This design comes from an exercise in tuning for small area and a short achievable clock period on the open sky130 flow, not from production work. At most, simulation tests tie the RTL to the original design; equivalence was not proved. No functional check of the RTL was part of runs 7 and 8.

==> flow/design.v, too long to show whole: its modules and the start of the top module <==
// module fpu: 105 lines
// module fpu_mul: 1140 lines
module fpu #(
    parameter DATA_WIDTH = 32,
    parameter INST_WIDTH = 1
)(
    input                   i_clk,
    input                   i_rst_n,
    input  [DATA_WIDTH-1:0] i_data_a,
    input  [DATA_WIDTH-1:0] i_data_b,
    input  [INST_WIDTH-1:0] i_inst,
    input                   i_valid,
    output [DATA_WIDTH-1:0] o_data,
    output                  o_valid
);
  // ...
==> flow/flow/run.sh <==
#!/bin/bash
# Standard synthesis, then an inverter clean-up around the full adders
# (flow/netopt.py), then the rest of the standard layout with plain
# buffers on the ports and setup repair aimed beyond the clock period.
set -euo pipefail
R=orfs/results/${FLOW_PLATFORM}/fpu/base
LIB=${FLOW_HOME}/platforms/${FLOW_PLATFORM}/lib/sky130_fd_sc_hd__tt_025C_1v80.lib
bash standard.sh synth > synth.log 2>&1
cp $R/1_2_yosys.v 1_2_yosys_std.v
python3 flow/netopt.py "$LIB" 1_2_yosys_std.v $R/1_2_yosys.v > netopt.log 2>&1
rm -f $R/1_synth.odb $R/1_synth.sdc
export BUFFER_PORTS_ARGS="-buffer_cell sky130_fd_sc_hd__buf_2"
export SETUP_SLACK_MARGIN=${MARGIN:-50}
bash standard.sh finish > layout.log 2>&1
==> flow/flow/netopt.py <==
#!/usr/bin/env python3
"""Remove inverters around full adders in a flat gate-level netlist.

A full adder is self-dual: fa(~a,~b,~c) = ~fa(a,b,c) for both outputs, so a
full-adder cell may be 'flipped' (fed its inputs' complements, it gives its
outputs' complements).  A gate with a complementary cell in the library
(nand2 / and2, xor2 / xnor2, a21oi / a21o, ...) may be swapped for it, which
complements its output.  The script collapses the inverters on internal
nets, chooses flips and swaps that minimise the cell area (one inverter per
net that still needs the complement), and writes the netlist back.
Usage: netopt.py LIBERTY IN.v OUT.v
"""
import re, sys, random
from collections import defaultdict

lib = open(sys.argv[1]).read()
AREA = {c: float(a) for c, a in re.findall(
    r'cell\s*\(\s*"?(sky130_fd_sc_hd__\w+)"?\s*\)\s*\{.*?\n\s*area\s*:\s*([\d.]+)', lib, re.S)}
P = 'sky130_fd_sc_hd__'
PAIRS = [('nand2', 'and2'), ('nor2', 'or2'), ('nand3', 'and3'), ('nor3', 'or3'),
         ('nand4', 'and4'), ('nor4', 'or4'), ('xor2', 'xnor2'), ('xor3', 'xnor3'),
         ('a21oi', 'a21o'), ('o21ai', 'o21a'), ('a22oi', 'a22o'), ('o22ai', 'o22a'),
         ('a211oi', 'a211o'), ('o211ai', 'o211a'), ('a31oi', 'a31o'), ('o31ai', 'o31a'),
         ('a221oi', 'a221o'), ('o221ai', 'o221a'), ('a32oi', 'a32o'), ('o32ai', 'o32a'),
         ('a311oi', 'a311o'), ('o311ai', 'o311a'), ('a2111oi', 'a2111o'), ('o2111ai', 'o2111a'),
         ('a41oi', 'a41o'), ('o41ai', 'o41a'), ('a21boi', 'a21bo'), ('o21bai', 'o21ba'),
         ('nand2b', 'and2b'), ('nor2b', 'or2b'), ('nand3b', 'and3b'), ('nor3b', 'or3b'),
         ('nand4b', 'and4b'), ('nor4b', 'or4b'), ('a2bb2oi', 'a2bb2o'), ('o2bb2ai', 'o2bb2a'),
         ('mux2i', 'mux2')]
COMP = {}
for x, y in PAIRS:
    for s in (0, 1, 2, 4):
        a, b = f'{P}{x}_{s}', f'{P}{y}_{s}'
        if a in AREA and b in AREA:
            COMP[a] = b; COMP[b] = a
# where the same size is missing, use size 1
for x, y in PAIRS:
    for s in (0, 1, 2, 4):
        a = f'{P}{x}_{s}'
        if a in AREA and a not in COMP and f'{P}{y}_1' in AREA: COMP[a] = f'{P}{y}_1'
        b = f'{P}{y}_{s}'
        if b in AREA and b not in COMP and f'{P}{x}_1' in AREA: COMP[b] = f'{P}{x}_1'
# output pin names differ: inverting cells use Y, the others X
def outpin(t):
    return 'Y' if re.search(r'(nand|nor|oi|ai|xnor|mux2i|inv)\w*_\d+$', t.replace(P, '')) and not t.replace(P,'').startswith('xnor') or t.replace(P,'').startswith('xnor') and False else 'X'
def outpin_of(t):
    n = t.replace(P, '').rsplit('_', 1)[0]
    if n.startswith('xnor') or n.startswith('xor'):
        return 'Y' if n.startswith('xnor') else 'X'
    if n in ('mux2i',) or n.startswith('nand') or n.startswith('nor') or n.endswith('oi') or n.endswith('ai') or n.startswith('inv') or n.startswith('clkinv'):
        return 'Y'
    return 'X'
INVA = AREA[P + 'inv_1']

src = re.sub(r"\(\*.*?\*\)", "", open(sys.argv[2]).read(), flags=re.S)
m = re.search(r'\bmodule\s+(\w+)\s*\((.*?)\);(.*)\bendmodule', src, re.S)
head_end = m.start(3)
stmts = [s.strip() for s in m.group(3).split(';')]
cell_re = re.compile(r'^(sky130_fd_sc_hd__\w+)\s+(\S+)\s*\((.*)\)$', re.S)
pin_re = re.compile(r'\.(\w+)\s*\(\s*(.*?)\s*\)\s*(?:,|$)', re.S)
OUTPINS = {'X', 'Y', 'SUM', 'COUT', 'Q', 'Q_N', 'HI', 'LO'}

decls, cells, others = [], [], []
for s in stmts:
    if not s: continue
    cm = cell_re.match(s)
    if cm:
        cells.append([cm.group(1), cm.group(2), [(p, n.strip()) for p, n in pin_re.findall(cm.group(3))]])
    elif re.match(r'^(wire|input|output|inout|reg)\b', s):
        decls.append(s)
    else:
        others.append(s)

portnames = set()
for s in decls:
    if re.match(r'^(input|output|inout)\b', s):
        portnames.add(s.split()[-1])
fixed = set()
for s in others:
    for tok in re.findall(r"\\\S+|[A-Za-z_][\w$]*(?:\s*\[\d+\])?", s):
        fixed.add(tok.replace(' ', ''))
def is_fixed(n):
    return n in fixed or n.split('[')[0].strip() in portnames or "'" in n

def isinv(t): return re.match(P + r'(inv|clkinv)_\d+$', t) is not None
def isfa(t): return re.match(P + r'fa_\d+$', t) is not None

inv_of, inv_cells = {}, set()
for i, (t, n, pins) in enumerate(cells):
    if isinv(t):
        d = dict(pins); a, y = d.get('A'), d.get('Y')
        if a and y and not is_fixed(a) and not is_fixed(y):
            inv_of[y] = a; inv_cells.add(i)
def root(net):
    pol = 0
    while net in inv_of:
        net = inv_of[net]; pol ^= 1
    return net, pol

driver = {}
for i, (t, n, pins) in enumerate(cells):
    if i in inv_cells: continue
    for p, net in pins:
        if p in OUTPINS: driver[net] = i
loads = defaultdict(list)
for i, (t, n, pins) in enumerate(cells):
    if i in inv_cells: continue
    for k, (p, net) in enumerate(pins):
        if p not in OUTPINS and net:
            b, pol = root(net)
            loads[b].append((i, k, pol))

# kind of each movable cell: 1 = full adder (inputs and output flip), 2 = gate swap (output flips)
kind = {}
for i, (t, n, pins) in enumerate(cells):
    if i in inv_cells: continue
    outs = [net for p, net in pins if p in OUTPINS]
    if any(is_fixed(o) for o in outs): continue
    if isfa(t): kind[i] = 1
    elif t in COMP and len(outs) == 1: kind[i] = 2
flip = defaultdict(int)

def ipar(l):  # input parity of load cell l
    return flip[l] if kind.get(l) == 1 else 0
def dpar(b):
    d = driver.get(b)
    return flip[d] if d is not None and d in kind else 0
def net_needs_inv(b):
    fd = dpar(b)
    for (l, k, pol) in loads[b]:
        if pol ^ fd ^ ipar(l): return True
    return False
def cell_area(i):
    t = cells[i][0]
    if kind.get(i) == 2 and flip[i]: t = COMP[t]
    return AREA[t]
def touched(i):
    s = set()
    for p, net in cells[i][2]:
        if p in OUTPINS: s.add(net)
        elif kind[i] == 1 and net: s.add(root(net)[0])
    return s
def local_cost(i, nets):
    return cell_area(i) + INVA * sum(1 for b in nets if net_needs_inv(b))
def total():
    return sum(cell_area(i) for i in kind) + INVA * sum(1 for b in loads if net_needs_inv(b))

movable = list(kind)
tnets = {i: touched(i) for i in movable}
c_start = total()
rng = random.Random(int(__import__("os").environ.get("NETOPT_SEED", "1")))
best = c_start; best_flip = dict(flip)
cur = c_start
T = float(__import__("os").environ.get("NETOPT_T", "2.0"))
for sweep in range(int(__import__("os").environ.get("NETOPT_SWEEPS", "60"))):
    rng.shuffle(movable)
    for i in movable:
        nets = tnets[i]
        c0 = local_cost(i, nets)
        flip[i] ^= 1
        c1 = local_cost(i, nets)
        dc = c1 - c0
        if dc < -1e-9 or (T > 0.05 and rng.random() < pow(2.718, -dc / T) and dc > 1e-9) or (abs(dc) < 1e-9 and rng.random() < 0.3):
            cur += dc
            if cur < best - 1e-9:
                best = cur; best_flip = dict(flip)
        else:
            flip[i] ^= 1
    T *= 0.85
flip = defaultdict(int, best_flip)
# final greedy polish
for _ in range(5):
    for i in movable:
        nets = tnets[i]; c0 = local_cost(i, nets); flip[i] ^= 1
        if local_cost(i, nets) >= c0 - 1e-9: flip[i] ^= 1
c_end = total()
sys.stderr.write(f"netopt: {len(inv_cells)} inverters collapsed; area of movable cells + inverters {c_start:.1f} -> {c_end:.1f} "
                 f"({sum(1 for i in movable if kind[i]==1 and flip[i])} adders flipped, {sum(1 for i in movable if kind[i]==2 and flip[i])} gates swapped)\n")

inv_type = {}
for i in inv_cells:
    t, n, pins = cells[i]
    b, _ = root(dict(pins)['A'])
    if b not in inv_type or AREA[t] > AREA[inv_type[b]]: inv_type[b] = t
new_cells, new_wires = [], []
ninv = 0
for b, lst in loads.items():
    fd = dpar(b)
    nn = None
    for (l, k, pol) in lst:
        x = pol ^ fd ^ ipar(l)
        p, _ = cells[l][2][k]
        if x:
            if nn is None:
                ninv += 1
                nn = f'_ninv{ninv}_'
                new_wires.append(nn)
                new_cells.append((inv_type.get(b, P + 'inv_1'), f'_ninvc{ninv}_', [('A', b), ('Y', nn)]))
            cells[l][2][k] = (p, nn)
        else:
            cells[l][2][k] = (p, b)
for i in movable:
    if kind[i] == 2 and flip[i]:
        t = cells[i][0]; nt = COMP[t]
        op_old, op_new = outpin_of(t), outpin_of(nt)
        cells[i][0] = nt
        cells[i][2] = [((op_new if p == op_old else p), net) for p, net in cells[i][2]]

def esc(n):
    return n + ' ' if n.startswith('\\') else n
out = [src[:head_end]]
out += ['  ' + s + ' ;' for s in decls]
out += [f'  wire {w};' for w in new_wires]
for i, (t, n, pins) in enumerate(cells):
    if i in inv_cells: continue
    out.append(f'  {t} {n} (' + ', '.join(f'.{p}({esc(net)})' for p, net in pins) + ');')
for t, n, pins in new_cells:
    out.append(f'  {t} {n} (' + ', '.join(f'.{p}({esc(net)})' for p, net in pins) + ');')
out += ['  ' + s + ' ;' for s in others]
out.append('endmodule\n')
open(sys.argv[3], 'w').write('\n'.join(out))
sys.stderr.write(f"netopt: {ninv} inverters written\n")
==> flow/standard.sh <==
#!/bin/bash
# synth_recipe.tcl (not shown) runs the flow's synth.tcl, then flattens the netlist and writes it again
# the make line also repeats each setting of config.mk as NAME=value (left out here)
make -C /OpenROAD-flow-scripts/flow DESIGN_CONFIG=/design/flow/config.mk WORK_HOME=/design/flow/orfs CLKGATE_MAP_FILE= SYNTH_SCRIPT=/design/flow/synth_recipe.tcl "${@:-finish}"
==> flow/config.mk <==
export PLATFORM = sky130hd
export DESIGN_NAME = fpu
export DESIGN_NICKNAME = fpu
export VERILOG_FILES = /design/flow/design.v
export SDC_FILE = /design/flow/constraint.sdc
export NUM_CORES = 4
export LEC_CHECK = 0
export ABC_AREA = 1
export CAP_MARGIN = 20
export CORE_MARGIN = 2
export CORE_UTILIZATION = 45
export PLACE_DENSITY = 0.6
export SLEW_MARGIN = 20
export SYNTH_HIERARCHICAL = 1
==> flow/constraint.sdc <==
create_clock -name core_clock -period 70.0 [get_ports {i_clk}]
set_input_delay 14.0000 -clock core_clock [delete_from_list [all_inputs] [get_ports {i_clk}]]
set_output_delay 14.0000 -clock core_clock [all_outputs]
set_load 0.01 [all_outputs]
==> results_dict.tcl, run 1 <==
set metrics [dict create \
    grt-ovfl-total 0 \
    ant_nets 0 \
    final_nets 4043 \
    place.gp.congestion 1.00 \
    cts_tree "built" \
    layout.cells.non_filler 4190 \
    synth.avg_cell_area_um2 7.11 \
    top_register "o_data_r" \
    cts_setup_buffers 168 \
    first_global_vias 25800 \
    final_core_util_pct 56.3 \
    placed_cell_area_mm2 0.0246 \
    postCtsHoldBufs 0 \
    largestClassByArea "multi-input combinational cells" \
    hpwl_mm 69.1 \
    critPathSlowestCell "fa_2" \
    status "no timing/DRC/antenna violations" \
    critical-path-top-delay-family "simple AND/OR/NAND/NOR gates" \
    multi_input_area_share_pct 77.0 \
    fp.dieH_um 233 \
    wl_met3_mm 9.30 \
    buf_share_pct 11.2 \
    finalHoldViolCount 0 \
    clock-skew-final_ps 0 \
    met1_length_mm 37.8 \
    final_common_cell "nand2_1" \
    n_sequential_cell 33 \
]
==> inputs of run 2 (changes only) <==
--- a/flow/flow/run.sh
+++ b/flow/flow/run.sh
@@ -10,5 +10,5 @@
 python3 flow/netopt.py "$LIB" 1_2_yosys_std.v $R/1_2_yosys.v > netopt.log 2>&1
 rm -f $R/1_synth.odb $R/1_synth.sdc
 export BUFFER_PORTS_ARGS="-buffer_cell sky130_fd_sc_hd__buf_2"
-export SETUP_SLACK_MARGIN=${MARGIN:-50}
+export SETUP_SLACK_MARGIN=${MARGIN:-47}
 bash standard.sh finish > layout.log 2>&1
==> run 2 against run 1 <==
Effect of this change:
- still clean on timing, DRC and antenna
- wire length shrank 6.1%
- die area is the same
- non-clock buffer count shrank 125
- worst hold slack gained 3.9 ps
- critical path depth shrank 10
- clock-buffer cell count shrank 2
- cell count shrank 3.2%
- synthesized cell count is the same
- critical endpoint unchanged
==> results_dict.tcl, run 2 <==
set metrics [dict create \
    dp_cells 3921 \
    cts_root_buf "clkbuf_16" \
    fp.dieH_um 233 \
    end_kind "register" \
    max-slew-margin-rel_pct 24.1 \
    finalHoldViolCount 0 \
    cts_tree "built" \
    wire_per_inst_um 23.1 \
    top_regs "o_data_r: 32 flops, o_valid_r: 1 flops" \
    grt-ovfl-total 0 \
    clockBufferDepth 2 \
    n_antenna_cell 0 \
    worstPathRequired_ps 70180 \
    io_pins 101 \
    die_w_um 233 \
    num_vias 24800 \
    drive_above_1_share_pct 16.2 \
    slowest_delay_ps 340 \
    fillerInstances 5179 \
    yosysWarnings 7 \
    final_common_cell "nand2_1" \
    numCtsBuffers 5 \
    hpwl_mm 68.7 \
    clock-skew-final_ps 0 \
    cp-start-kind "primary input" \
    first_global_vias 24300 \
    critical-path-top-delay-family "simple AND/OR/NAND/NOR gates" \
    critPathSlowestCell "or3_4" \
    final_nets 3907 \
    hold_path_class "register to register" \
    netlist_area_mm2 0.0235 \
    ant_nets 0 \
    clkLatencyLatePin_ps 300 \
    grt_max_degree 47 \
    grt_util_all_layers_pct 33.8 \
    wl_met2_mm 42.8 \
    cp_max_fo 15 \
    worst-path-buf-inv 10 \
    grt_pass1_wl_mm 142 \
    pre_cts_slack_ps 44060 \
    tightest_slew_ps 1140 \
    seqCellArea_um2 826 \
    cts_sinks 33 \
    path_class "primary input to register" \
    drc_errors 0 \
    coreArea_mm2 0.0515 \
    post-route-period-util_pct 32.5 \
    met1_length_mm 36.9 \
    rsz0062_at_grt "yes" \
    multiInputGateArea_mm2 0.0216 \
    synth.avg_cell_area_um2 7.11 \
    final-setup-viol-count 0 \
    min_period_ps 22740 \
    arrival_ps 22920 \
    cap_violations 0 \
    fin_tns_setup_ps 0 \
    routed_via_density 6.13 \
    status "no timing/DRC/antenna violations" \
    synthCells 3308 \
    layout.cells.non_filler 4054 \
    fmax_mhz 44.0 \
    routed_wl_mm 93.7 \
    drt_iter0_drc 2403 \
    antenna_found_initial 2 \
    area.growth.synth_to_final_pct 14.6 \
    drv_slew 0 \
    finalWorstSetupSlack_ps 47260 \
    dr.pass1.iters 6 \
    highest_layer "met5" \
    clk_pin_slew_ps 60 \
    h-tree-depth 2 \
    numPortBuffers 100 \
    place.gp.congestion 0.982 \
    row_count 83 \
    final_core_util_pct 52.3 \
    largest_reg_flops 32 \
    layout_common_cells "nand2_1, inv_1, fa_1" \
    wl_met3_mm 8.33 \
    initial_core_util_pct 45.7 \
    dieArea_mm2 0.0541 \
    top_register "o_data_r" \
]
## run 2: routing by layer
| metal | vias to the layer above | GRT usage (%) |
|---|---|---|
| met3 | 354 | 5.64 |
| met5 | - | 0 |
| met2 | 1364 | 55.9 |
| met1 | 11900 | 43.1 |
| met4 | 2 | 15.5 |
| li1 | 11200 | - |
## run 2: worst register-to-register path: cells and delay by family (launching register included)
| kind | cells | cell delay (ps) |
|---|---|---|
| AND/OR/NAND/NOR | 1 | 70 |
| AO/OA/AOI/OAI | 1 | 110 |
| flip-flops | 1 | 390 |
## run 2: area by class of cell
class | count | share of cell area, %
multi-input cells | 2730 | 80.2
repair buffers | 243 | 7.51
inverters | 354 | 5.30
well taps | 680 | 3.16
flip-flops and latches | 33 | 3.06
clock buffers | 5 | 0.464
clock inverters | 3 | 0.172
repair inverters | 6 | 0.135
## run 2: final timing paths
path                       slack (ps)            to  cells after the start          from
max reg2reg                     69300  o_data_r[26]                      2  o_data_r[26]
min in group asynchronous       13770  o_data_r[23]                      1       i_rst_n
max                             47260  o_data_r[22]                     57  i_data_a[28]
min reg2reg                       480  o_data_r[27]                      2  o_data_r[27]
max in group asynchronous       55730  o_data_r[12]                      1       i_rst_n
min                               480  o_data_r[27]                      2  o_data_r[27]
## run 2: timing repair
| item | in CTS | in global routing |
|---|---|---|
| cloned | 12 | 12 |
| setup endpoints to repair | 31 | 30 |
| resized for setup | 117 | 223 |
| pin swaps | 14 | 56 |
| buffers inserted | 32 | 69 |
| hold buffers | 0 | 0 |
## run 2: metrics by stage
stage,hold slack (ps),cell area [µm²]
CTS,479,25300
detailed placement,463,24300
global route,517,26900
finish,476,26900
floorplan,509,23500
global placement,461,24300
==> inputs of run 3 (changes only) <==
--- a/flow/flow/run.sh
+++ b/flow/flow/run.sh
@@ -10,5 +10,5 @@
 python3 flow/netopt.py "$LIB" 1_2_yosys_std.v $R/1_2_yosys.v > netopt.log 2>&1
 rm -f $R/1_synth.odb $R/1_synth.sdc
 export BUFFER_PORTS_ARGS="-buffer_cell sky130_fd_sc_hd__buf_2"
-export SETUP_SLACK_MARGIN=${MARGIN:-47}
+export SETUP_SLACK_MARGIN=${MARGIN:-45}
 bash standard.sh finish > layout.log 2>&1
==> run 3 against run 2 <==
Effect of this change:
- die area stayed put
- worst hold slack got worse by 2.5 ps
- highest routed layer unchanged
- design area is 8.3% lower
==> results_dict.tcl, run 3 <==
set metrics [dict create \
    post-route-period-util_pct 34.6 \
    coreArea_mm2 0.0515 \
    fillerInstances 5348 \
    rrSetupSlack_ps 69300 \
    cap_violations 0 \
    hpwl_mm 68.7 \
    max-slew-margin-rel_pct 23.5 \
    cp-start-kind "primary input" \
    drv_slew 0 \
    cp_max_fo 29 \
    rsz0062_at_grt "no" \
    layout_common_cells "nand2_1, inv_1, nand3_1" \
    layout.cells.non_filler 3951 \
    drt_iter0_drc 2472 \
    dr.pass1.iters 9 \
    drc_errors 0 \
    netlist_area_mm2 0.0235 \
    r2r_cells 2 \
    postCtsHoldBufs 0 \
    io_pins 101 \
    area.growth.synth_to_final_pct 5.08 \
    final_common_cell "nand2_1" \
    row_count 83 \
    final_core_util_pct 48.0 \
    dieArea_mm2 0.0541 \
    multiInputGateArea_mm2 0.0206 \
    path_class "primary input to register" \
    hold_path_class "register to register" \
    clockBufferDepth 2 \
    cts_tree "built" \
    clk_pin_slew_ps 60 \
    numPortBuffers 100 \
    top_register "o_data_r" \
    h-tree-depth 2 \
    min_from "o_data_r[18]" \
    tightest_slew_ps 1140 \
    min_period_ps 24250 \
    reg2reg_from "o_data_r[26]" \
    cts_root_buf "clkbuf_16" \
    synth.avg_cell_area_um2 7.11 \
    finalWorstSetupSlack_ps 45750 \
    pre_cts_slack_ps 44060 \
    critPathSlowestCell "xnor2_1" \
    fin_tns_setup_ps 0 \
    end_kind "register" \
    initial_core_util_pct 45.7 \
    grt-ovfl-total 0 \
    wire_per_inst_um 22.7 \
    arrival_ps 24480 \
    synthCells 3308 \
    antenna_found_initial 1 \
    grt_pass1_wl_mm 138 \
    whs_path_depth 2 \
    top_regs "o_data_r: 32 flops, o_valid_r: 1 flops" \
    cp_common_cell "nand2_1" \
    hold_path_end "o_data_r[18]" \
    first_global_vias 23800 \
    ant_nets 0 \
    grt_util_all_layers_pct 32.9 \
    finalHoldViolCount 0 \
    num_vias 23900 \
    final-setup-viol-count 0 \
    routed_wl_mm 89.5 \
    status "no timing/DRC/antenna violations" \
    largest_reg_flops 32 \
    seqCellArea_um2 826 \
    slowest_delay_ps 860 \
    clkLatencyLatePin_ps 300 \
    drive_above_1_share_pct 9.08 \
    final_nets 3804 \
    die_w_um 233 \
    r2r_end "o_data_r[26]" \
    fmax_mhz 41.2 \
    worstPathRequired_ps 70230 \
    dp_cells 3921 \
    place.gp.congestion 0.982 \
    clock-skew-final_ps 0 \
    grt_max_degree 48 \
    yosysWarnings 7 \
    fp.dieH_um 233 \
    routed_via_density 6.05 \
    cts_sinks 33 \
    numCtsBuffers 5 \
    n_antenna_cell 0 \
]
-- run 3: changes by cell type in the layout (fill, tap and decap cells not counted), moves of 16 or more --
cell / change
nand2_1: +34
nand3_1: +22
nand3_2: -16
buf_4: -67
o21ai_0: +18
nand2_4: -17
-- run 3: layout make-up --
class	instances	area share, %
Inverter	354	5.44
Sequential cell	33	3.34
Timing Repair Buffer	147	3.51
Tap cell	680	3.44
Timing Repair inverter	3	0.0709
Multi-Input combinational cell	2726	83.5
Clock inverter	3	0.187
Clock buffer	5	0.506
-- run 3: per-layer routing --
metal / vias to the layer above / routed length (µm) / share of wire [%] / GRT usage (%)
li1: 11000 / - / - / -
met2: 1232 / 41400 / 46 / 55.0
met3: 298 / 7290 / 8.1 / 5.06
met5: - / 13 / 0.015 / 0
met1: 11400 / 36000 / 40 / 41.9
met4: 2 / 4800 / 5.4 / 14.8
-- run 3: metrics by stage --
step	hold WS [ps]	area, µm²
floorplan	509	23500
CTS	479	24500
global route	517	24700
global placement	461	24300
detailed placement	463	24300
finish	474	24700
-- run 3: worst max-delay path by stage --
stage | end | slack (ps) | startpoint
6_report | o_data_r[20] | 45750 | i_data_a[28]
5_1_grt | o_data_r[20] | 45040 | i_data_b[21]
4_1_cts | o_data_r[22] | 45030 | i_data_b[21]
3_5_place_dp | o_data_r[22] | 44060 | i_data_b[5]
3_3_place_gp | o_data_r[22] | 44460 | i_data_b[5]
2_1_floorplan | o_data_r[29] | 47220 | i_data_b[30]
-- run 3: repair_timing --
action | CTS | global route
hold endpoints to repair | 0 | 0
endpoints found under the setup margin | 23 | 28
pin swaps | 2 | 5
resized for setup | 3 | 22
setup buffers | 0 | 15
gates cloned | 2 | 5
-- run 3: critical path: cells and delay by family --
kind            cells  cell delay, ps
compound gates     11            1850
fa+ha+maj           3            1010
buf+inv             8            1320
simple gates       32            4710
xor+xnor            3            1570
==> inputs of run 4 (changes only) <==
--- a/flow/flow/run.sh
+++ b/flow/flow/run.sh
@@ -10,5 +10,5 @@
 python3 flow/netopt.py "$LIB" 1_2_yosys_std.v $R/1_2_yosys.v > netopt.log 2>&1
 rm -f $R/1_synth.odb $R/1_synth.sdc
 export BUFFER_PORTS_ARGS="-buffer_cell sky130_fd_sc_hd__buf_2"
-export SETUP_SLACK_MARGIN=${MARGIN:-45}
+export SETUP_SLACK_MARGIN=${MARGIN:-43}
 bash standard.sh finish > layout.log 2>&1
==> run 4 against run 3 <==
Effect of this change:
- flip-flop and latch count stayed put
- register-to-register slack is essentially flat
- area after synthesis is the same
- core utilization shrank 0.50 points
- sequential share of layout area hardly changed
- still clean on timing, DRC and antenna
- critical path depth grew 4
- global-route usage decreased by 0.11 points
- clock-buffer cell count unchanged
- synthesized cell count is the same
==> results_dict.tcl, run 4 <==
set metrics [dict create \
    cp_max_fo 93 \
    cp_common_cell "nand2_1" \
    grt_pass1_wl_mm 138 \
    ant_nets 0 \
    end_kind "register" \
    num_vias 23700 \
    finalWorstSetupSlack_ps 44260 \
    r2r_end "o_data_r[26]" \
    worstPathRequired_ps 70230 \
    cts_sinks 33 \
    r2r_cells 2 \
    top_register "o_data_r" \
    area.growth.synth_to_final_pct 3.98 \
    drc_errors 0 \
    fin_tns_setup_ps 0 \
    clkLatencyLatePin_ps 300 \
    grt_max_degree 94 \
    wire_per_inst_um 22.6 \
    grt_util_all_layers_pct 32.8 \
    routed_via_density 6.04 \
    io_pins 101 \
    dieArea_mm2 0.0541 \
    layout_common_cells "nand2_1, inv_1, nand3_1" \
    dr.pass1.iters 5 \
    synthCells 3308 \
    arrival_ps 25980 \
    postCtsHoldBufs 0 \
    yosysWarnings 7 \
    reg2reg_from "o_data_r[26]" \
    wl_met3_mm 6.76 \
    finalHoldViolCount 0 \
    post-route-period-util_pct 36.8 \
    final_common_cell "nand2_1" \
    initial_core_util_pct 45.7 \
    pre_cts_slack_ps 44060 \
    cp-start-kind "primary input" \
    first_global_vias 23700 \
    whs_path_depth 2 \
    cts_setup_buffers 0 \
    critPathSlowestCell "nand2_8" \
    max-slew-margin-rel_pct 21.6 \
    wl_met2_mm 40.8 \
    n_antenna_cell 0 \
    numCtsBuffers 5 \
    coreArea_mm2 0.0515 \
    fmax_mhz 38.8 \
    cts_root_buf "clkbuf_16" \
    highest_layer "met5" \
    final_core_util_pct 47.5 \
    tightest_slew_ps 1170 \
    place.gp.congestion 0.982 \
    hpwl_mm 68.7 \
    slowest_delay_ps 770 \
    clk_pin_slew_ps 60 \
    top_regs "o_data_r: 32 flops, o_valid_r: 1 flops" \
    antenna_found_initial 1 \
    cap_violations 0 \
    cts_tree "built" \
    numPortBuffers 100 \
    cts_resized 0 \
    rrSetupSlack_ps 69300 \
    row_count 83 \
    clock-skew-final_ps 0 \
    timing.hold.ws_ps 474 \
    drive_above_1_share_pct 8.19 \
    final-setup-viol-count 0 \
    routed_wl_mm 88.7 \
    synth.avg_cell_area_um2 7.11 \
    drt_iter0_drc 2477 \
    met1_length_mm 36.3 \
    clockBufferDepth 2 \
    largest_reg_flops 32 \
    rsz0062_at_grt "no" \
    min_period_ps 25740 \
    status "no timing/DRC/antenna violations" \
    final_nets 3782 \
    hold_path_class "register to register" \
    hold_path_end "o_data_r[18]" \
    grt-ovfl-total 0 \
    h-tree-depth 2 \
    fp.dieH_um 233 \
    die_w_um 233 \
    min_from "o_data_r[18]" \
    drv_slew 0 \
    path_class "primary input to register" \
    netlist_area_mm2 0.0235 \
]
## run 4: layout make-up
class,count,area (µm²)
Fill cell,5355,27100
Multi-Input combinational cell,2722,20500
Inverter,354,1330
Tap cell,680,851
Sequential cell,33,826
Timing Repair Buffer,132,741
Clock buffer,5,125
Clock inverter,3,46.3
## run 4: worst max-delay path, delay by kind of cell
kind / cells / cell delay, ps
AND/OR/NAND/NOR: 36 / 6110
AO/OA/AOI/OAI: 13 / 2590
buffers and inverters: 6 / 1670
adder cells (fa/ha/maj): 4 / 960
XOR/XNOR: 2 / 570
## run 4: metal layers
metal,vias to the layer above,track usage [%]
li1,10900,-
met5,-,0
met2,1137,54.8
met1,11400,42.0
met3,305,4.75
met4,2,14.6
## run 4: stage by stage
stage / instances / cell area (µm²)
detailed placement: 3921 / 24300
CTS: 3929 / 24400
global placement: 3921 / 24300
global route: 3929 / 24500
finish: 3929 / 24500
floorplan: 3309 / 23500
## run 4: how the worst max path moves through the flow
stage | cells past startpoint | slack (ps) | startpoint | end
CTS | 62 | 44340 | i_data_b[5] | o_data_r[22]
finish | 61 | 44260 | i_data_b[5] | o_data_r[20]
global route | 61 | 43170 | i_data_b[5] | o_data_r[20]
global placement | 62 | 44460 | i_data_b[5] | o_data_r[22]
detailed placement | 62 | 44060 | i_data_b[5] | o_data_r[22]
floorplan | 58 | 47220 | i_data_b[30] | o_data_r[29]
==> inputs of run 5 (changes only) <==
--- a/flow/flow/run.sh
+++ b/flow/flow/run.sh
@@ -10,5 +10,5 @@
 python3 flow/netopt.py "$LIB" 1_2_yosys_std.v $R/1_2_yosys.v > netopt.log 2>&1
 rm -f $R/1_synth.odb $R/1_synth.sdc
 export BUFFER_PORTS_ARGS="-buffer_cell sky130_fd_sc_hd__buf_2"
-export SETUP_SLACK_MARGIN=${MARGIN:-43}
+export SETUP_SLACK_MARGIN=${MARGIN:-46}
 bash standard.sh finish > layout.log 2>&1
==> run 5 against run 4 <==
Effect of this change:
- synthesized cell count unchanged
- global-route usage rose by 0.47 points
- critical path depth up 5
- maximum frequency increased by 10%
- worst setup slack gained 2300 ps
- design area is 2.9% higher
- wire length increased by 2.0%
==> results_dict.tcl, run 5 <==
set metrics [dict create \
    grt_util_all_layers_pct 33.3 \
    hpwl_mm 68.7 \
    coreArea_mm2 0.0515 \
    cp_max_fo 30 \
    fin_area_mm2 0.0252 \
    rsz0062_at_grt "yes" \
    cp-start-kind "primary input" \
    final_nets 3828 \
    critPathSlowestCell "buf_4" \
    arrival_ps 23580 \
    min_period_ps 23400 \
    slowest_delay_ps 520 \
    cts_sinks 33 \
    tightest_slew_ps 1100 \
    drt_iter0_drc 2572 \
    fmax_mhz 42.7 \
    fillerInstances 5314 \
    routed_via_density 6.09 \
    antenna_found_initial 1 \
    drc_errors 0 \
    ant_nets 0 \
    first_global_vias 24000 \
    grt_pass1_wl_mm 140 \
    netlist_area_mm2 0.0235 \
    clock-skew-final_ps 0 \
    grt_max_degree 47 \
    drv_slew 0 \
    yosysWarnings 7 \
    max-slew-margin-rel_pct 26.4 \
    synth.avg_cell_area_um2 7.11 \
    die_w_um 233 \
    h-tree-depth 2 \
    path_class "primary input to register" \
    end_kind "register" \
    dieArea_mm2 0.0541 \
    routed_wl_mm 90.5 \
    clockBufferDepth 2 \
    io_pins 101 \
    cts_tree "built" \
    initial_core_util_pct 45.7 \
    layout_common_cells "nand2_1, inv_1, nand3_1" \
    fin_tns_setup_ps 0 \
    top_register "o_data_r" \
    fp.dieH_um 233 \
    cp_common_cell "nand2_1" \
    top_regs "o_data_r: 32 flops, o_valid_r: 1 flops" \
    synthCells 3308 \
    place.gp.congestion 0.982 \
    numCtsBuffers 5 \
    hold_path_class "register to register" \
    clk_pin_slew_ps 60 \
    worstPathRequired_ps 70190 \
    largest_reg_flops 32 \
    final_common_cell "nand2_1" \
    row_count 83 \
    wire_per_inst_um 22.8 \
    final-setup-viol-count 0 \
    numPortBuffers 100 \
    post-route-period-util_pct 33.4 \
    num_vias 24200 \
    drive_above_1_share_pct 10.6 \
    cap_violations 0 \
    clkLatencyLatePin_ps 300 \
    status "no timing/DRC/antenna violations" \
    area.growth.synth_to_final_pct 6.97 \
    dr.pass1.iters 5 \
    finalHoldViolCount 0 \
    n_antenna_cell 0 \
    grt-ovfl-total 0 \
    placed_cell_area_mm2 0.0243 \
    cts_root_buf "clkbuf_16" \
]
[run 5: what timing repair did]
action                                  4_1_cts  5_1_grt
gates cloned                                  8        3
hold buffers                                  0        0
endpoints found under the setup margin       30       27
hold endpoints to repair                      0        0
pin swaps                                     5        5
gates resized for setup                      26       53
setup buffers                                11       23
[run 5: final timing paths]
kind / start / endpoint / slack [ps] / depth (start not counted)
max: i_data_b[7] / o_data_r[22] / 46600 / 66
min: o_data_r[18] / o_data_r[18] / 470 / 2
max reg2reg: o_data_r[26] / o_data_r[26] / 69300 / 2
min reg2reg: o_data_r[18] / o_data_r[18] / 470 / 2
max in group asynchronous: i_rst_n / o_data_r[12] / 55730 / 1
min in group asynchronous: i_rst_n / o_data_r[26] / 13770 / 1
[run 5: area by class of cell]
class,count,area (µm²),share of cell area (%)
clock buffer,5,125,0.497
multi-input combinational,2729,20800,82.7
clock inverter,3,46.3,0.184
timing repair inverter,3,15.0,0.0597
timing repair buffer,168,1100,4.39
tap,680,851,3.38
sequential,33,826,3.28
inverter,354,1380,5.48
[run 5: stage by stage]
stage	setup WS (ps)	util, %	hold WS (ps)	cells
after floorplan	47220	-	509	3309
after global placement	44460	47.1	461	3921
after detailed placement	44060	47.1	463	3921
after CTS	46070	48.0	479	3948
after global routing	45920	48.8	517	3975
final	46600	48.8	473	3975
[run 5: metal layers]
metal / up-vias / part of all wire [%] / global-route usage [%]
met3: 337 / 8.3 / 5.33
met5: - / 0.014 / 0
li1: 11000 / - / -
met4: 2 / 5.5 / 15.3
met1: 11600 / 40 / 42.4
met2: 1290 / 46 / 55.2
[run 5: worst max-delay path: cells and delay by family]
| family | cells | cell delay, ps |
|---|---|---|
| buffers and inverters | 9 | 1320 |
| adders and majority gates | 4 | 1240 |
| AOI/OAI and AO/OA | 18 | 2920 |
| and+or+nand+nor | 33 | 3800 |
| xor gates and xnor gates | 2 | 290 |
==> inputs of run 6 (changes only) <==
--- a/flow/config.mk
+++ b/flow/config.mk
@@ -8,7 +8,7 @@
 export ABC_AREA = 1
 export CAP_MARGIN = 20
 export CORE_MARGIN = 2
-export CORE_UTILIZATION = 45
-export PLACE_DENSITY = 0.6
+export CORE_UTILIZATION = 55
+export PLACE_DENSITY = 0.72
 export SLEW_MARGIN = 20
 export SYNTH_HIERARCHICAL = 1
==> run 6 against run 5 <==
Effect of this change:
- still clean
- design area is 0.92% lower
- via count up 2.2%
- critical endpoint is now o_data_r[29]
==> results_dict.tcl, run 6 <==
set metrics [dict create \
    numCtsBuffers 5 \
    drt_iter0_drc 3164 \
    routed_wl_mm 87.6 \
    clkLatencyLatePin_ps 290 \
    antenna_found_initial 0 \
    rsz0062_at_grt "no" \
    grt_max_degree 48 \
    hold_path_class "register to register" \
    place.gp.congestion 1.05 \
    fmax_mhz 42.5 \
    clk_pin_slew_ps 50 \
    seqCellArea_um2 826 \
    ant_nets 0 \
    end_kind "register" \
    multiInputGateArea_mm2 0.0208 \
    routed_via_density 6.46 \
    placed_cell_area_mm2 0.0241 \
    clockBufferDepth 2 \
    cts_tree "built" \
    critPathSlowestCell "nand2_1" \
    netlist_area_mm2 0.0235 \
    tightest_slew_ps 1220 \
    min_period_ps 23530 \
    yosysWarnings 7 \
    top_register "o_data_r" \
    numPortBuffers 100 \
    num_vias 24700 \
    finalHoldViolCount 0 \
    arrival_ps 23730 \
    die_w_um 211 \
    worst-path-buf-inv 7 \
    initial_core_util_pct 55.9 \
    final_common_cell "nand2_1" \
    grt-ovfl-total 0 \
    io_pins 101 \
    area.growth.synth_to_final_pct 5.99 \
    fp.dieH_um 211 \
    row_count 75 \
    postCtsHoldBufs 0 \
    cts_sinks 33 \
    critical-path-top-delay-family "adder cells" \
    h-tree-depth 2 \
    synth.avg_cell_area_um2 7.11 \
    hpwl_mm 65.9 \
    final_nets 3823 \
    drc_errors 0 \
    grt_util_all_layers_pct 39.2 \
    cp_max_fo 31 \
    fin_tns_setup_ps 0 \
    drv_slew 0 \
    cts_root_buf "clkbuf_16" \
    dieArea_mm2 0.0444 \
    dp_cells 3779 \
    status "no timing/DRC/antenna violations" \
    first_global_vias 24700 \
    cap_violations 0 \
    layout_common_cells "nand2_1, inv_1, nand3_1" \
    grt_pass1_wl_mm 136 \
    cp-start-kind "primary input" \
    clock-skew-final_ps 0 \
    largest_reg_flops 32 \
    layout.cells.non_filler 3830 \
    fin_area_mm2 0.0249 \
    fillerInstances 4061 \
    worstPathRequired_ps 70200 \
    final-setup-viol-count 0 \
    post-route-period-util_pct 33.6 \
    coreArea_mm2 0.0420 \
    final_core_util_pct 59.3 \
    max-slew-margin-rel_pct 18.8 \
    top_regs "o_data_r: 32 flops, o_valid_r: 1 flops" \
    cp_common_cell "nand2_1" \
    slowest_delay_ps 550 \
    wire_per_inst_um 22.9 \
    drive_above_1_share_pct 10.3 \
    dr.pass1.iters 9 \
    synthCells 3308 \
    path_class "primary input to register" \
]
-- run 6: worst paths after layout --
kind / startpoint / to / slack, ps / cells after the start
worst max-delay path: i_data_b[3] / o_data_r[29] / 46470 / 41
worst min-delay path: o_data_r[15] / o_data_r[15] / 470 / 2
worst max register to register: o_data_r[28] / o_data_r[28] / 69320 / 2
worst min register to register: o_data_r[15] / o_data_r[15] / 470 / 2
max in group asynchronous: i_rst_n / o_data_r[2] / 55740 / 1
min in group asynchronous: i_rst_n / o_data_r[31] / 13770 / 1
-- run 6: area by class of cell --
type | count | share of cell area, %
multi-input combinational | 2730 | 83.5
inverter | 354 | 5.47
timing repair buffer | 163 | 4.27
sequential | 33 | 3.31
tap | 539 | 2.71
clock buffer | 7 | 0.572
clock inverter | 1 | 0.120
timing repair inverter | 2 | 0.0402
antenna | 1 | 0.0100
-- run 6: worst reg2reg max path: cells and delay by family (launching register included) --
family,cells,cell delay [ps]
AOI/OAI and AO/OA,1,80
and+or+nand+nor,1,70
DFF,1,400
-- run 6: layer usage --
metal,vias to the layer above,share of wire [%],GRT usage [%]
met2,1584,44,63.4
li1,11000,-,-
met5,-,0,0
met1,11600,38,48.9
met4,0,7.5,23.6
met3,480,10,7.05
-- run 6: metrics by stage --
| step | hold slack [ps] | worst slack [ps] |
|---|---|---|
| after floorplan | 509 | 47220 |
| after global placement | 460 | 44390 |
| after detailed placement | 463 | 44080 |
| after CTS | 477 | 46080 |
| after global routing | 492 | 45880 |
| final | 472 | 46470 |
-- run 6: repair_timing --
item	in CTS	in global routing
cloned	5	7
pin swaps	3	13
resized for setup	21	52
endpoints found under the setup margin	30	30
buffers inserted	4	26
==> module fpu, before the edit <==
module fpu #(
    parameter DATA_WIDTH = 32,
    parameter INST_WIDTH = 1
)(
    input                   i_clk,
    input                   i_rst_n,
    input  [DATA_WIDTH-1:0] i_data_a,
    input  [DATA_WIDTH-1:0] i_data_b,
    input  [INST_WIDTH-1:0] i_inst,
    input                   i_valid,
    output [DATA_WIDTH-1:0] o_data,
    output                  o_valid
);
    reg [DATA_WIDTH-1:0]    o_data_r;
    reg                     o_valid_r;
    assign o_data  = o_data_r;
    assign o_valid = o_valid_r;
    wire        sa = i_data_a[31];
    wire        sb = i_data_b[31];
    wire [7:0]  ea = i_data_a[30:23];
    wire [7:0]  eb = i_data_b[30:23];
    wire [23:0] fa = {1'b1, i_data_a[22:0]};
    wire [23:0] fb = {1'b1, i_data_b[22:0]};
    wire        a_gt = i_data_a[30:0] > i_data_b[30:0];
    wire [8:0]  dab  = {1'b0, ea} - {1'b0, eb};
    wire [7:0]  dba  = eb - ea;
    wire [7:0]  d    = dab[8] ? dba : dab[7:0];
    wire [7:0]  ebig = a_gt ? ea : eb;
    wire [23:0] fbig = a_gt ? fa : fb;
    wire [23:0] fsml = a_gt ? fb : fa;
    wire        sbig = a_gt ? sa : sb;
    wire        sub  = sa ^ sb;
    wire        d0   = (d == 8'd0);
    wire        dv   = (d <= 8'd24);
    wire [25:0] al   = dv ? ({fsml, 2'b00} >> d[4:0]) : 26'd0;
    wire [23:0] t    = al[25:2];
    reg  [4:0]  tza, tzb;
    integer i;
    always @(*) begin
        tza = 5'd23;
        tzb = 5'd23;
        for (i = 22; i >= 0; i = i - 1) begin
            if (fa[i]) tza = i;
            if (fb[i]) tzb = i;
        end
    end
    wire [4:0]  tz   = a_gt ? tzb : tza;
    wire        nzA  = dv & ({3'b0, tz} + 8'd1 < d);    
    wire        nzB  = dv & ({3'b0, tz} + 8'd2 < d);    
    wire        nzC  = dv & ({3'b0, tz} < d);           
    wire        rem23 = al[1] ^ (sub & nzA);
    wire        rem22 = al[0] ^ (sub & nzB);
    wire [23:0] ta   = t ^ {24{sub}};
    wire        ci   = sub & d0;
    wire [8:0]  fs0  = {1'b0, fbig[7:0]} + {1'b0, ta[7:0]} + {8'd0, ci};
    wire [8:0]  fs10 = {1'b0, fbig[15:8]} + {1'b0, ta[15:8]};
    wire [8:0]  fs11 = {1'b0, fbig[15:8]} + {1'b0, ta[15:8]} + 9'd1;
    wire [8:0]  fs20 = {1'b0, fbig[23:16]} + {1'b0, ta[23:16]};
    wire [8:0]  fs21 = {1'b0, fbig[23:16]} + {1'b0, ta[23:16]} + 9'd1;
    wire [8:0]  fs1  = fs0[8] ? fs11 : fs10;
    wire [8:0]  fs2  = fs1[8] ? fs21 : fs20;
    wire [24:0] fs   = {fs2, fs1[7:0], fs0[7:0]};
    wire [24:0] fsum = {fs[24] & ~sub, fs[23:0]};
    wire [24:0] v    = {fsum[23:0], rem23};
    wire [24:0] mk   = (ebig <= 8'd24) ? (25'h1000000 >> ebig[4:0]) : 25'd0;
    wire [24:0] vm   = v | mk;
    reg  [4:0]  kk;
    always @(*) begin
        kk = 5'd25;
        for (i = 0; i < 25; i = i + 1)
            if (vm[i]) kk = 24 - i;
    end
    wire        vz   = ~|v;
    wire [25:0] w    = {v, rem22};
    wire [25:0] ws   = w << kk;
    wire [23:0] af   = fsum[24] ? fsum[24:1] : ws[25:2];
    wire        ard  = fsum[24] ? fsum[0] : ws[1];
    wire        ast  = fsum[24] ? nzC : (kk == 5'd0) ? nzA : (kk == 5'd1) ? nzB : 1'b0;
    wire [7:0]  ae   = fsum[24] ? ebig + 8'd1 : vz ? 8'd0 : ebig - {3'b0, kk};
    wire [47:22] p;
    fpu_mul u_mul (.a(i_data_a[22:0]), .b(i_data_b[22:0]), .p(p));
    wire [5:0]  tzp  = {1'b0, tza} + {1'b0, tzb};
    wire        ms   = sa ^ sb;
    wire [7:0]  me   = ea + eb - 8'd127 + {7'b0, p[47]};
    wire [23:0] mf   = p[47] ? p[47:24] : p[46:23];
    wire        mrd  = p[47] ? p[23] : p[22];
    wire        mst  = p[47] ? (tzp < 6'd23) : (tzp < 6'd22);
    wire        mul  = i_inst[0];
    wire [22:0] f    = mul ? mf[22:0] : af[22:0];
    wire        rd   = mul ? mrd : ard;
    wire        st   = mul ? mst : ast;
    wire        rnd  = rd & (st | f[0]);
    wire [22:0] fr   = f + {22'b0, rnd};
    wire [31:0] res  = {mul ? ms : sbig, mul ? me : ae, fr};
    always @(posedge i_clk or negedge i_rst_n) begin
        if (~i_rst_n) begin
            o_data_r  <= 0;
            o_valid_r <= 0;
        end else begin
            if (i_valid)
                o_data_r <= res;
            o_valid_r <= i_valid;
        end
    end
endmodule
==> inputs of run 7 (changes only) <==
--- a/flow/design.v
+++ b/flow/design.v
@@ -50,16 +50,7 @@
     wire        nzC  = dv & ({3'b0, tz} < d);           
     wire        rem23 = al[1] ^ (sub & nzA);
     wire        rem22 = al[0] ^ (sub & nzB);
-    wire [23:0] ta   = t ^ {24{sub}};
-    wire        ci   = sub & d0;
-    wire [8:0]  fs0  = {1'b0, fbig[7:0]} + {1'b0, ta[7:0]} + {8'd0, ci};
-    wire [8:0]  fs10 = {1'b0, fbig[15:8]} + {1'b0, ta[15:8]};
-    wire [8:0]  fs11 = {1'b0, fbig[15:8]} + {1'b0, ta[15:8]} + 9'd1;
-    wire [8:0]  fs20 = {1'b0, fbig[23:16]} + {1'b0, ta[23:16]};
-    wire [8:0]  fs21 = {1'b0, fbig[23:16]} + {1'b0, ta[23:16]} + 9'd1;
-    wire [8:0]  fs1  = fs0[8] ? fs11 : fs10;
-    wire [8:0]  fs2  = fs1[8] ? fs21 : fs20;
-    wire [24:0] fs   = {fs2, fs1[7:0], fs0[7:0]};
+    wire [24:0] fs   = {1'b0, fbig} + {1'b0, t ^ {24{sub}}} + {24'b0, sub & d0};
     wire [24:0] fsum = {fs[24] & ~sub, fs[23:0]};
     wire [24:0] v    = {fsum[23:0], rem23};
     wire [24:0] mk   = (ebig <= 8'd24) ? (25'h1000000 >> ebig[4:0]) : 25'd0;
--- a/flow/config.mk
+++ b/flow/config.mk
@@ -8,7 +8,7 @@
 export ABC_AREA = 1
 export CAP_MARGIN = 20
 export CORE_MARGIN = 2
-export CORE_UTILIZATION = 55
-export PLACE_DENSITY = 0.72
+export CORE_UTILIZATION = 45
+export PLACE_DENSITY = 0.6
 export SLEW_MARGIN = 20
 export SYNTH_HIERARCHICAL = 1
==> run 7 against run 6 <==
Effect of this change:
- non-clock buffer count increased by 3
- still clean on timing, DRC and antenna
- register-to-register slack got worse by 20 ps
- area after synthesis fell by 1.7%
- global-route usage is 6.7 points lower
- core utilization is 11 points lower
- clock skew did not move
- maximum frequency grew 0.67%
- first-iteration DRC count down 28%
- clock-buffer cell count is 1 lower
- critical endpoint is now o_data_r[18]
==> results_dict.tcl, run 7 <==
set metrics [dict create \
    tightest_slew_ps 1190 \
    final-setup-viol-count 0 \
    slowest_delay_ps 510 \
    final_common_cell "nand2_1" \
    postCtsHoldBufs 0 \
    r2r_cells 2 \
    fin_area_mm2 0.0247 \
    grt_util_all_layers_pct 32.5 \
    path_class "primary input to register" \
    end_kind "register" \
    worstPathRequired_ps 70190 \
    final_nets 3753 \
    place.gp.congestion 0.995 \
    routed_wl_mm 89.1 \
    hold_path_class "register to register" \
    area.growth.synth_to_final_pct 6.99 \
    ant_nets 0 \
    io_pins 101 \
    synth.avg_cell_area_um2 7.14 \
    clk_pin_slew_ps 60 \
    hpwl_mm 68.4 \
    critPathSlowestCell "or3b_2" \
    h-tree-depth 2 \
    fmax_mhz 42.8 \
    cp_max_fo 29 \
    drive_above_1_share_pct 9.96 \
    clkLatencyLatePin_ps 300 \
    initial_core_util_pct 45.2 \
    max-slew-margin-rel_pct 20.7 \
    cts_tree "built" \
    final_core_util_pct 48.4 \
    whs_path_depth 2 \
    num_vias 23500 \
    drc_errors 0 \
    cts_sinks 33 \
    dieArea_mm2 0.0532 \
    row_count 83 \
    netlist_area_mm2 0.0231 \
    largest_reg_flops 32 \
    grt-ovfl-total 0 \
    layout.cells.non_filler 3904 \
    n_antenna_cell 0 \
    drv_slew 0 \
    post-route-period-util_pct 33.4 \
    rsz0062_at_grt "no" \
    layout_common_cells "nand2_1, inv_1, xor2_1" \
    fp.dieH_um 231 \
    coreArea_mm2 0.0511 \
    clock-skew-final_ps 0 \
    routed_via_density 6.03 \
    cts_root_buf "clkbuf_16" \
    cp-start-kind "primary input" \
    dr.pass1.iters 5 \
    cap_violations 0 \
    clockBufferDepth 2 \
    arrival_ps 23560 \
    yosysWarnings 7 \
    placed_cell_area_mm2 0.0240 \
    dp_cells 3867 \
    reg2reg_from "o_data_r[15]" \
    top_regs "o_data_r: 32 flops, o_valid_r: 1 flops" \
    first_global_vias 22800 \
    critical-path-top-delay-family "simple AND/OR/NAND/NOR gates" \
    numCtsBuffers 5 \
    cp-startpoint "i_data_a[30]" \
    grt_pass1_wl_mm 135 \
    min_from "o_data_r[31]" \
    wire_per_inst_um 22.8 \
    die_w_um 231 \
    min_period_ps 23370 \
    drt_iter0_drc 2274 \
    grt_max_degree 56 \
    status "no timing/DRC/antenna violations" \
    antenna_found_initial 0 \
    numPortBuffers 100 \
    synthCells 3235 \
    worst-path-buf-inv 13 \
    finalHoldViolCount 0 \
    fin_tns_setup_ps 0 \
    top_register "o_data_r" \
    crit_cells 66 \
]
## run 7: through the flow
| step | hold slack (ps) | setup WS, ps |
|---|---|---|
| finish | 473 | 46630 |
| floorplan | 509 | 47410 |
| global placement | 459 | 45360 |
| global route | 512 | 45950 |
| CTS | 480 | 46030 |
| detailed placement | 463 | 45010 |
## run 7: final timing paths
kind / end / slack (ps)
worst max-delay path: o_data_r[18] / 46630
worst min-delay path: o_data_r[31] / 470
worst max register to register: o_data_r[15] / 69300
worst min register to register: o_data_r[31] / 470
max in group asynchronous: o_data_r[27] / 55730
min in group asynchronous: o_data_r[20] / 13780
## run 7: worst reg2reg max path: stages, from the launching register on
cell and delay, ps:
dfrtp_1 410, nor2_1 100, a31oi_1 50
## run 7: layout make-up
class / instances / area [µm²]
Clock buffer: 6 / 139
Clock inverter: 2 / 13.8
Fill cell: 5247 / 26400
Inverter: 327 / 1250
Multi-Input combinational cell: 2689 / 20500
Sequential cell: 33 / 826
Tap cell: 680 / 851
Timing Repair Buffer: 166 / 1130
Timing Repair inverter: 1 / 5.00
## run 7: metal layers
metal  share of wire, %  vias to the layer above  track usage [%]
met3                7.2                      239             3.50
met1                 41                    11400             42.9
met4                5.0                        0             14.5
met5                  0                        -                0
li1                   -                    10800                -
met2                 47                     1116             53.6
## run 7: repair_timing
action	4_1_cts	5_1_grt
setup endpoints to repair	25	30
pin swaps	2	14
gates cloned	1	10
buffers inserted	2	16
gates resized for setup	10	80
==> inputs of run 8 (changes only) <==
--- a/flow/design.v
+++ b/flow/design.v
@@ -50,7 +50,8 @@
     wire        nzC  = dv & ({3'b0, tz} < d);           
     wire        rem23 = al[1] ^ (sub & nzA);
     wire        rem22 = al[0] ^ (sub & nzB);
-    wire [24:0] fs   = {1'b0, fbig} + {1'b0, t ^ {24{sub}}} + {24'b0, sub & d0};
+    wire [24:0] fs;
+    fpu_add #(24) u_fadd (.a(fbig), .b(t ^ {24{sub}}), .cin(sub & d0), .s(fs[23:0]), .co(fs[24]));
     wire [24:0] fsum = {fs[24] & ~sub, fs[23:0]};
     wire [24:0] v    = {fsum[23:0], rem23};
     wire [24:0] mk   = (ebig <= 8'd24) ? (25'h1000000 >> ebig[4:0]) : 25'd0;
@@ -94,6 +95,35 @@
         end
     end
 endmodule
+module fpu_add #(parameter N = 8) (
+    input  [N-1:0] a,
+    input  [N-1:0] b,
+    input          cin,
+    output [N-1:0] s,
+    output         co
+);
+    localparam L = $clog2(N + 1);
+    wire [N:0] g [0:L];
+    wire [N:0] p [0:L];
+    assign g[0] = {a & b, cin};
+    assign p[0] = {a ^ b, 1'b0};
+    genvar lv, j;
+    generate
+        for (lv = 0; lv < L; lv = lv + 1) begin : lvl
+            for (j = 0; j <= N; j = j + 1) begin : bt
+                if ((j >> lv) & 1) begin : mrg
+                    assign g[lv+1][j] = g[lv][j] | (p[lv][j] & g[lv][((j >> lv) << lv) - 1]);
+                    assign p[lv+1][j] = p[lv][j] & p[lv][((j >> lv) << lv) - 1];
+                end else begin : pas
+                    assign g[lv+1][j] = g[lv][j];
+                    assign p[lv+1][j] = p[lv][j];
+                end
+            end
+        end
+    endgenerate
+    assign s  = (a ^ b) ^ g[L][N-1:0];
+    assign co = g[L][N];
+endmodule
 module fpu_mul(input [22:0] a, input [22:0] b, output [47:22] p);
     wire neg_0 = b[1];
     wire one_0 = b[0] ^ 1'b0;
==> run 8 against run 7 <==
Effect of this change:
- still clean
- area after synthesis rose by 1.2%
- sequential share of layout area is essentially flat
- clock skew is the same
- flip-flop and latch count did not move
- synthesized cell count grew 1.7%
- clock-buffer cell count is 1 higher
- non-clock buffer count shrank 5
- maximum frequency is 0.43% lower
- largest cell class unchanged
==> results_dict.tcl, run 8 <==
set metrics [dict create \
    routed_via_density 6.09 \
    max-slew-margin-rel_pct 28.7 \
    antenna_found_initial 2 \
    slowest_delay_ps 610 \
    fillerInstances 5273 \
    final-setup-viol-count 0 \
    grt_pass1_wl_mm 145 \
    cp_common_cell "nand2_1" \
    first_global_vias 24400 \
    synth.avg_cell_area_um2 7.11 \
    pre_cts_slack_ps 45020 \
    numCtsBuffers 5 \
    fin_tns_setup_ps 0 \
    row_count 83 \
    clockBufferDepth 2 \
    critPathSlowestCell "fa_1" \
    r2r_cells 1 \
    cts_root_buf "clkbuf_16" \
    die_w_um 232 \
    drt_iter0_drc 2392 \
    postCtsHoldBufs 0 \
    fmax_mhz 42.6 \
    largest_reg_flops 32 \
    drive_above_1_share_pct 9.37 \
    clkLatencyLatePin_ps 270 \
    final_nets 3798 \
    coreArea_mm2 0.0514 \
    cp-start-kind "primary input" \
    cap_violations 0 \
    numPortBuffers 100 \
    final_common_cell "nand2_1" \
    top_register "o_data_r" \
    area.growth.synth_to_final_pct 5.53 \
    netlist_area_mm2 0.0234 \
    clk_pin_slew_ps 50 \
    top_regs "o_data_r: 32 flops, o_valid_r: 1 flops" \
    fin_area_mm2 0.0247 \
    cp_max_fo 30 \
    finalWorstSetupSlack_ps 46530 \
    worstPathRequired_ps 70190 \
    dieArea_mm2 0.0538 \
    rsz0062_at_grt "yes" \
    layout_common_cells "nand2_1, inv_1, fa_1" \
    dr.pass1.iters 6 \
    placed_cell_area_mm2 0.0243 \
    initial_core_util_pct 45.5 \
    finalHoldViolCount 0 \
    tightest_slew_ps 1070 \
    min_period_ps 23470 \
    status "no timing/DRC/antenna violations" \
    grt-ovfl-total 0 \
    drv_slew 0 \
    num_vias 24000 \
    io_pins 101 \
    post-route-period-util_pct 33.5 \
    end_kind "register" \
    place.gp.congestion 0.953 \
    h-tree-depth 2 \
    n_antenna_cell 0 \
    wire_per_inst_um 23.8 \
    drc_errors 0 \
    clock-skew-final_ps 0 \
    hpwl_mm 71.0 \
    fp.dieH_um 232 \
    arrival_ps 23660 \
    hold_path_class "register to register" \
    ant_nets 0 \
    cts_tree "built" \
    cts_sinks 33 \
    synthCells 3290 \
    path_class "primary input to register" \
    grt_util_all_layers_pct 34.9 \
    routed_wl_mm 94.1 \
    yosysWarnings 8 \
    grt_max_degree 89 \
    whs_path_depth 2 \
]
-- run 8: cell type report --
type                            instances  area (µm²)  share of cell area (%)
Clock buffer                            7         143                   0.578
Timing Repair Buffer                  161        1010                    4.09
Timing Repair inverter                  1        7.51                  0.0304
Tap cell                              680         851                    3.45
Clock inverter                          1        30.0                   0.122
Multi-Input combinational cell       2704       20500                    82.9
Inverter                              359        1370                    5.53
Sequential cell                        33         826                    3.34
-- run 8: path summary, 6_finish.rpt --
kind                                end  slack, ps    startpoint
max                        o_data_r[30]      46530   i_data_b[3]
min                        o_data_r[23]        470  o_data_r[23]
max reg2reg                 o_data_r[0]      69280   o_data_r[0]
min reg2reg                o_data_r[23]        470  o_data_r[23]
max in group asynchronous  o_data_r[16]      55740       i_rst_n
min in group asynchronous   o_data_r[4]      13780       i_rst_n
-- run 8: per-layer routing --
metal	GRT usage (%)	wire (µm)
met1	43.9	37100
met2	57.7	43500
met3	4.94	7380
met4	19.1	6080
met5	0	32
-- run 8: metrics by stage --
stage                     util (%)  instances  hold WS, ps
after CTS                     47.6       3933          478
after global routing          48.0       3946          499
after global placement        47.2       3925          455
final                         48.0       3946          474
after detailed placement      47.2       3925          465
after floorplan                  -       3291          509
-- run 8: what timing repair did --
action,in CTS,in global routing
pin swaps,0,1
buffers inserted,0,10
gates cloned,0,3
hold endpoints to repair,0,0
resized for setup,5,31
setup endpoints to repair,24,29
-- run 8: worst max-delay path, delay by kind of cell --
kind	cells	cell delay [ps]
buffers and inverters	9	1720
AND/OR/NAND/NOR	17	1990
AO/OA/AOI/OAI	6	1190
adder cells (fa/ha/maj)	10	3940
XOR/XNOR	3	720
==> inputs of run 9 (changes only) <==
--- a/flow/design.v
+++ b/flow/design.v
@@ -95,14 +95,13 @@
         end
     end
 endmodule
-module fpu_add #(parameter N = 8) (
+module fpu_add #(parameter N = 24, parameter L = 5) (
     input  [N-1:0] a,
     input  [N-1:0] b,
     input          cin,
     output [N-1:0] s,
     output         co
 );
-    localparam L = $clog2(N + 1);
     wire [N:0] g [0:L];
     wire [N:0] p [0:L];
     assign g[0] = {a & b, cin};
==> run 9 against run 8 <==
Effect of this change:
- global-route usage stayed put
- design area stayed put
- flip-flop and latch count stayed put
- register-to-register slack hardly changed
- cell count stayed put
- worst hold slack stayed put
- critical path depth stayed put
- clock-buffer cell count stayed put
- core utilization stayed put
- largest cell class unchanged
- highest routed layer unchanged
==> results_dict.tcl, run 9 <==
set metrics [dict create \
    status "no timing/DRC/antenna violations" \
    final_nets 3798 \
    initial_core_util_pct 45.5 \
    layout.cells.non_filler 3946 \
    drt_iter0_drc 2392 \
    drc_errors 0 \
    routed_wl_mm 94.1 \
    cap_violations 0 \
    first_global_vias 24400 \
    final_common_cell "nand2_1" \
    cts_sinks 33 \
    placed_cell_area_mm2 0.0243 \
    layout_common_cells "nand2_1, inv_1, fa_1" \
    cp_common_cell "nand2_1" \
    postCtsHoldBufs 0 \
    worst-path-buf-inv 9 \
    dieArea_mm2 0.0538 \
    ant_nets 0 \
    fin_tns_setup_ps 0 \
    path_class "primary input to register" \
    io_pins 101 \
    cp-start-kind "primary input" \
    grt_max_degree 89 \
    drv_slew 0 \
    arrival_ps 23660 \
    drive_above_1_share_pct 9.37 \
    synthCells 3290 \
    numPortBuffers 100 \
    wire_per_inst_um 23.8 \
    num_vias 24000 \
    finalHoldViolCount 0 \
    die_w_um 232 \
    routed_via_density 6.09 \
    worstPathRequired_ps 70190 \
    rsz0062_at_grt "yes" \
    dp_cells 3925 \
    dr.pass1.iters 6 \
    hold_path_class "register to register" \
    top_register "o_data_r" \
    fillerInstances 5273 \
    place.gp.congestion 0.953 \
    end_kind "register" \
    n_antenna_cell 0 \
    tightest_slew_ps 1070 \
    largest_reg_flops 32 \
    numCtsBuffers 5 \
    grt_pass1_wl_mm 145 \
    hpwl_mm 71.0 \
    clockBufferDepth 2 \
    fp.dieH_um 232 \
    netlist_area_mm2 0.0234 \
    coreArea_mm2 0.0514 \
    critical-path-top-delay-family "adder cells" \
    grt-ovfl-total 0 \
    fin_area_mm2 0.0247 \
    row_count 83 \
    fmax_mhz 42.6 \
    slowest_delay_ps 610 \
    clock-skew-final_ps 0 \
    min_period_ps 23470 \
    critPathSlowestCell "fa_1" \
    top_regs "o_data_r: 32 flops, o_valid_r: 1 flops" \
    grt_util_all_layers_pct 34.9 \
    clk_pin_slew_ps 50 \
    antenna_found_initial 2 \
    h-tree-depth 2 \
    area.growth.synth_to_final_pct 5.53 \
    cts_tree "built" \
    clkLatencyLatePin_ps 270 \
    cts_root_buf "clkbuf_16" \
    max-slew-margin-rel_pct 28.7 \
    cp_max_fo 30 \
    post-route-period-util_pct 33.5 \
    yosysWarnings 8 \
    final-setup-viol-count 0 \
    synth.avg_cell_area_um2 7.11 \
]
[run 9: cell counts in the layout (fill, tap and decap cells not counted)]
No cell type changed its count.
[run 9: final timing paths]
| kind | start | endpoint | slack [ps] | depth (start not counted) |
|---|---|---|---|---|
| worst max-delay path | i_data_b[3] | o_data_r[30] | 46530 | 45 |
| worst min-delay path | o_data_r[23] | o_data_r[23] | 470 | 2 |
| worst max register to register | o_data_r[0] | o_data_r[0] | 69280 | 1 |
| worst min register to register | o_data_r[23] | o_data_r[23] | 470 | 2 |
| max in group asynchronous | i_rst_n | o_data_r[16] | 55740 | 1 |
| min in group asynchronous | i_rst_n | o_data_r[4] | 13780 | 1 |
[run 9: layer usage]
metal  global-route usage (%)  vias to the layer above  share of wire, %
met1                     43.9                    11600                39
met5                        0                        -             0.034
met3                     4.94                      357               7.8
met2                     57.7                     1189                46
li1                         -                    10900                 -
met4                     19.1                        4               6.5
[run 9: area by class of cell]
class	count	area, µm²	area share [%]
Timing Repair Buffer	161	1010	4.09
Inverter	359	1370	5.53
Multi-Input combinational cell	2704	20500	82.9
Sequential cell	33	826	3.34
Tap cell	680	851	3.45
Clock inverter	1	30.0	0.122
Clock buffer	7	143	0.578
Timing Repair inverter	1	7.51	0.0304
[run 9: metrics by stage]
step	setup WS [ps]	util (%)	hold slack (ps)
6_report	46530	48.0	474
5_1_grt	45970	48.0	499
4_1_cts	46020	47.6	478
3_5_place_dp	45020	47.2	465
3_3_place_gp	45240	47.2	455
2_1_floorplan	47990	-	509
[run 9: what timing repair did]
item / CTS / global route
setup endpoints to repair: 24 / 29
gates resized for setup: 5 / 31
buffers inserted: 0 / 10
cloned: 0 / 3
pin swaps: 0 / 1

-- separate check: timing with driven ports --
The results above use ideal ports. As a check the final layouts listed here were re-extracted and re-timed, cells and wires unchanged. Step 1: set_driving_cell puts a clkbuf_16 on i_clk and a buf_2 on each other input, an assumption about the parent block. Step 2 adds t to the input delays and takes it off the output delays; t is the mean of the earliest and latest rising clock arrival at the registers after step 1. Input paths then give back, and output paths get back, about the clock's delay inside the block. Slacks: ideal ports / drivers / drivers and shift; pairs: ideal ports / drivers.
| run | shift t [ns] | slack for setup (ns) | clock arrival spread, ns | slew at the worst register clock pin (ns) | worst slew at a driven data input, ns |
|---|---|---|---|---|---|
| run 1 | 0.341 | 47.673 / 47.666 / 47.325 | 0.004 / 0.004 | 0.06 / 0.06 | 0.07 |
| run 2 | 0.343 | 47.261 / 47.279 / 46.937 | 0.010 / 0.010 | 0.06 / 0.06 | 0.14 |
| run 3 | 0.338 | 45.751 / 45.765 / 45.427 | 0.009 / 0.009 | 0.06 / 0.06 | 0.04 |
| run 4 | 0.338 | 44.257 / 44.271 / 43.934 | 0.010 / 0.009 | 0.06 / 0.06 | 0.04 |
| run 5 | 0.339 | 46.603 / 46.612 / 46.273 | 0.011 / 0.010 | 0.07 / 0.07 | 0.04 |
| run 6 | 0.330 | 46.473 / 46.492 / 46.162 | 0.007 / 0.007 | 0.06 / 0.06 | 0.04 |
| run 7 | 0.333 | 46.629 / 46.640 / 46.307 | 0.005 / 0.005 | 0.06 / 0.06 | 0.05 |
| run 8 | 0.302 | 46.529 / 46.535 / 46.233 | 0.004 / 0.004 | 0.05 / 0.05 | 0.07 |
| run 9 | 0.302 | 46.529 / 46.535 / 46.233 | 0.004 / 0.004 | 0.05 / 0.05 | 0.07 |
After both steps every run listed still meets setup and hold. For run 1, which loses most, drivers alone change the setup slack by -0.007 ns; drivers and shift together by -0.348 ns.
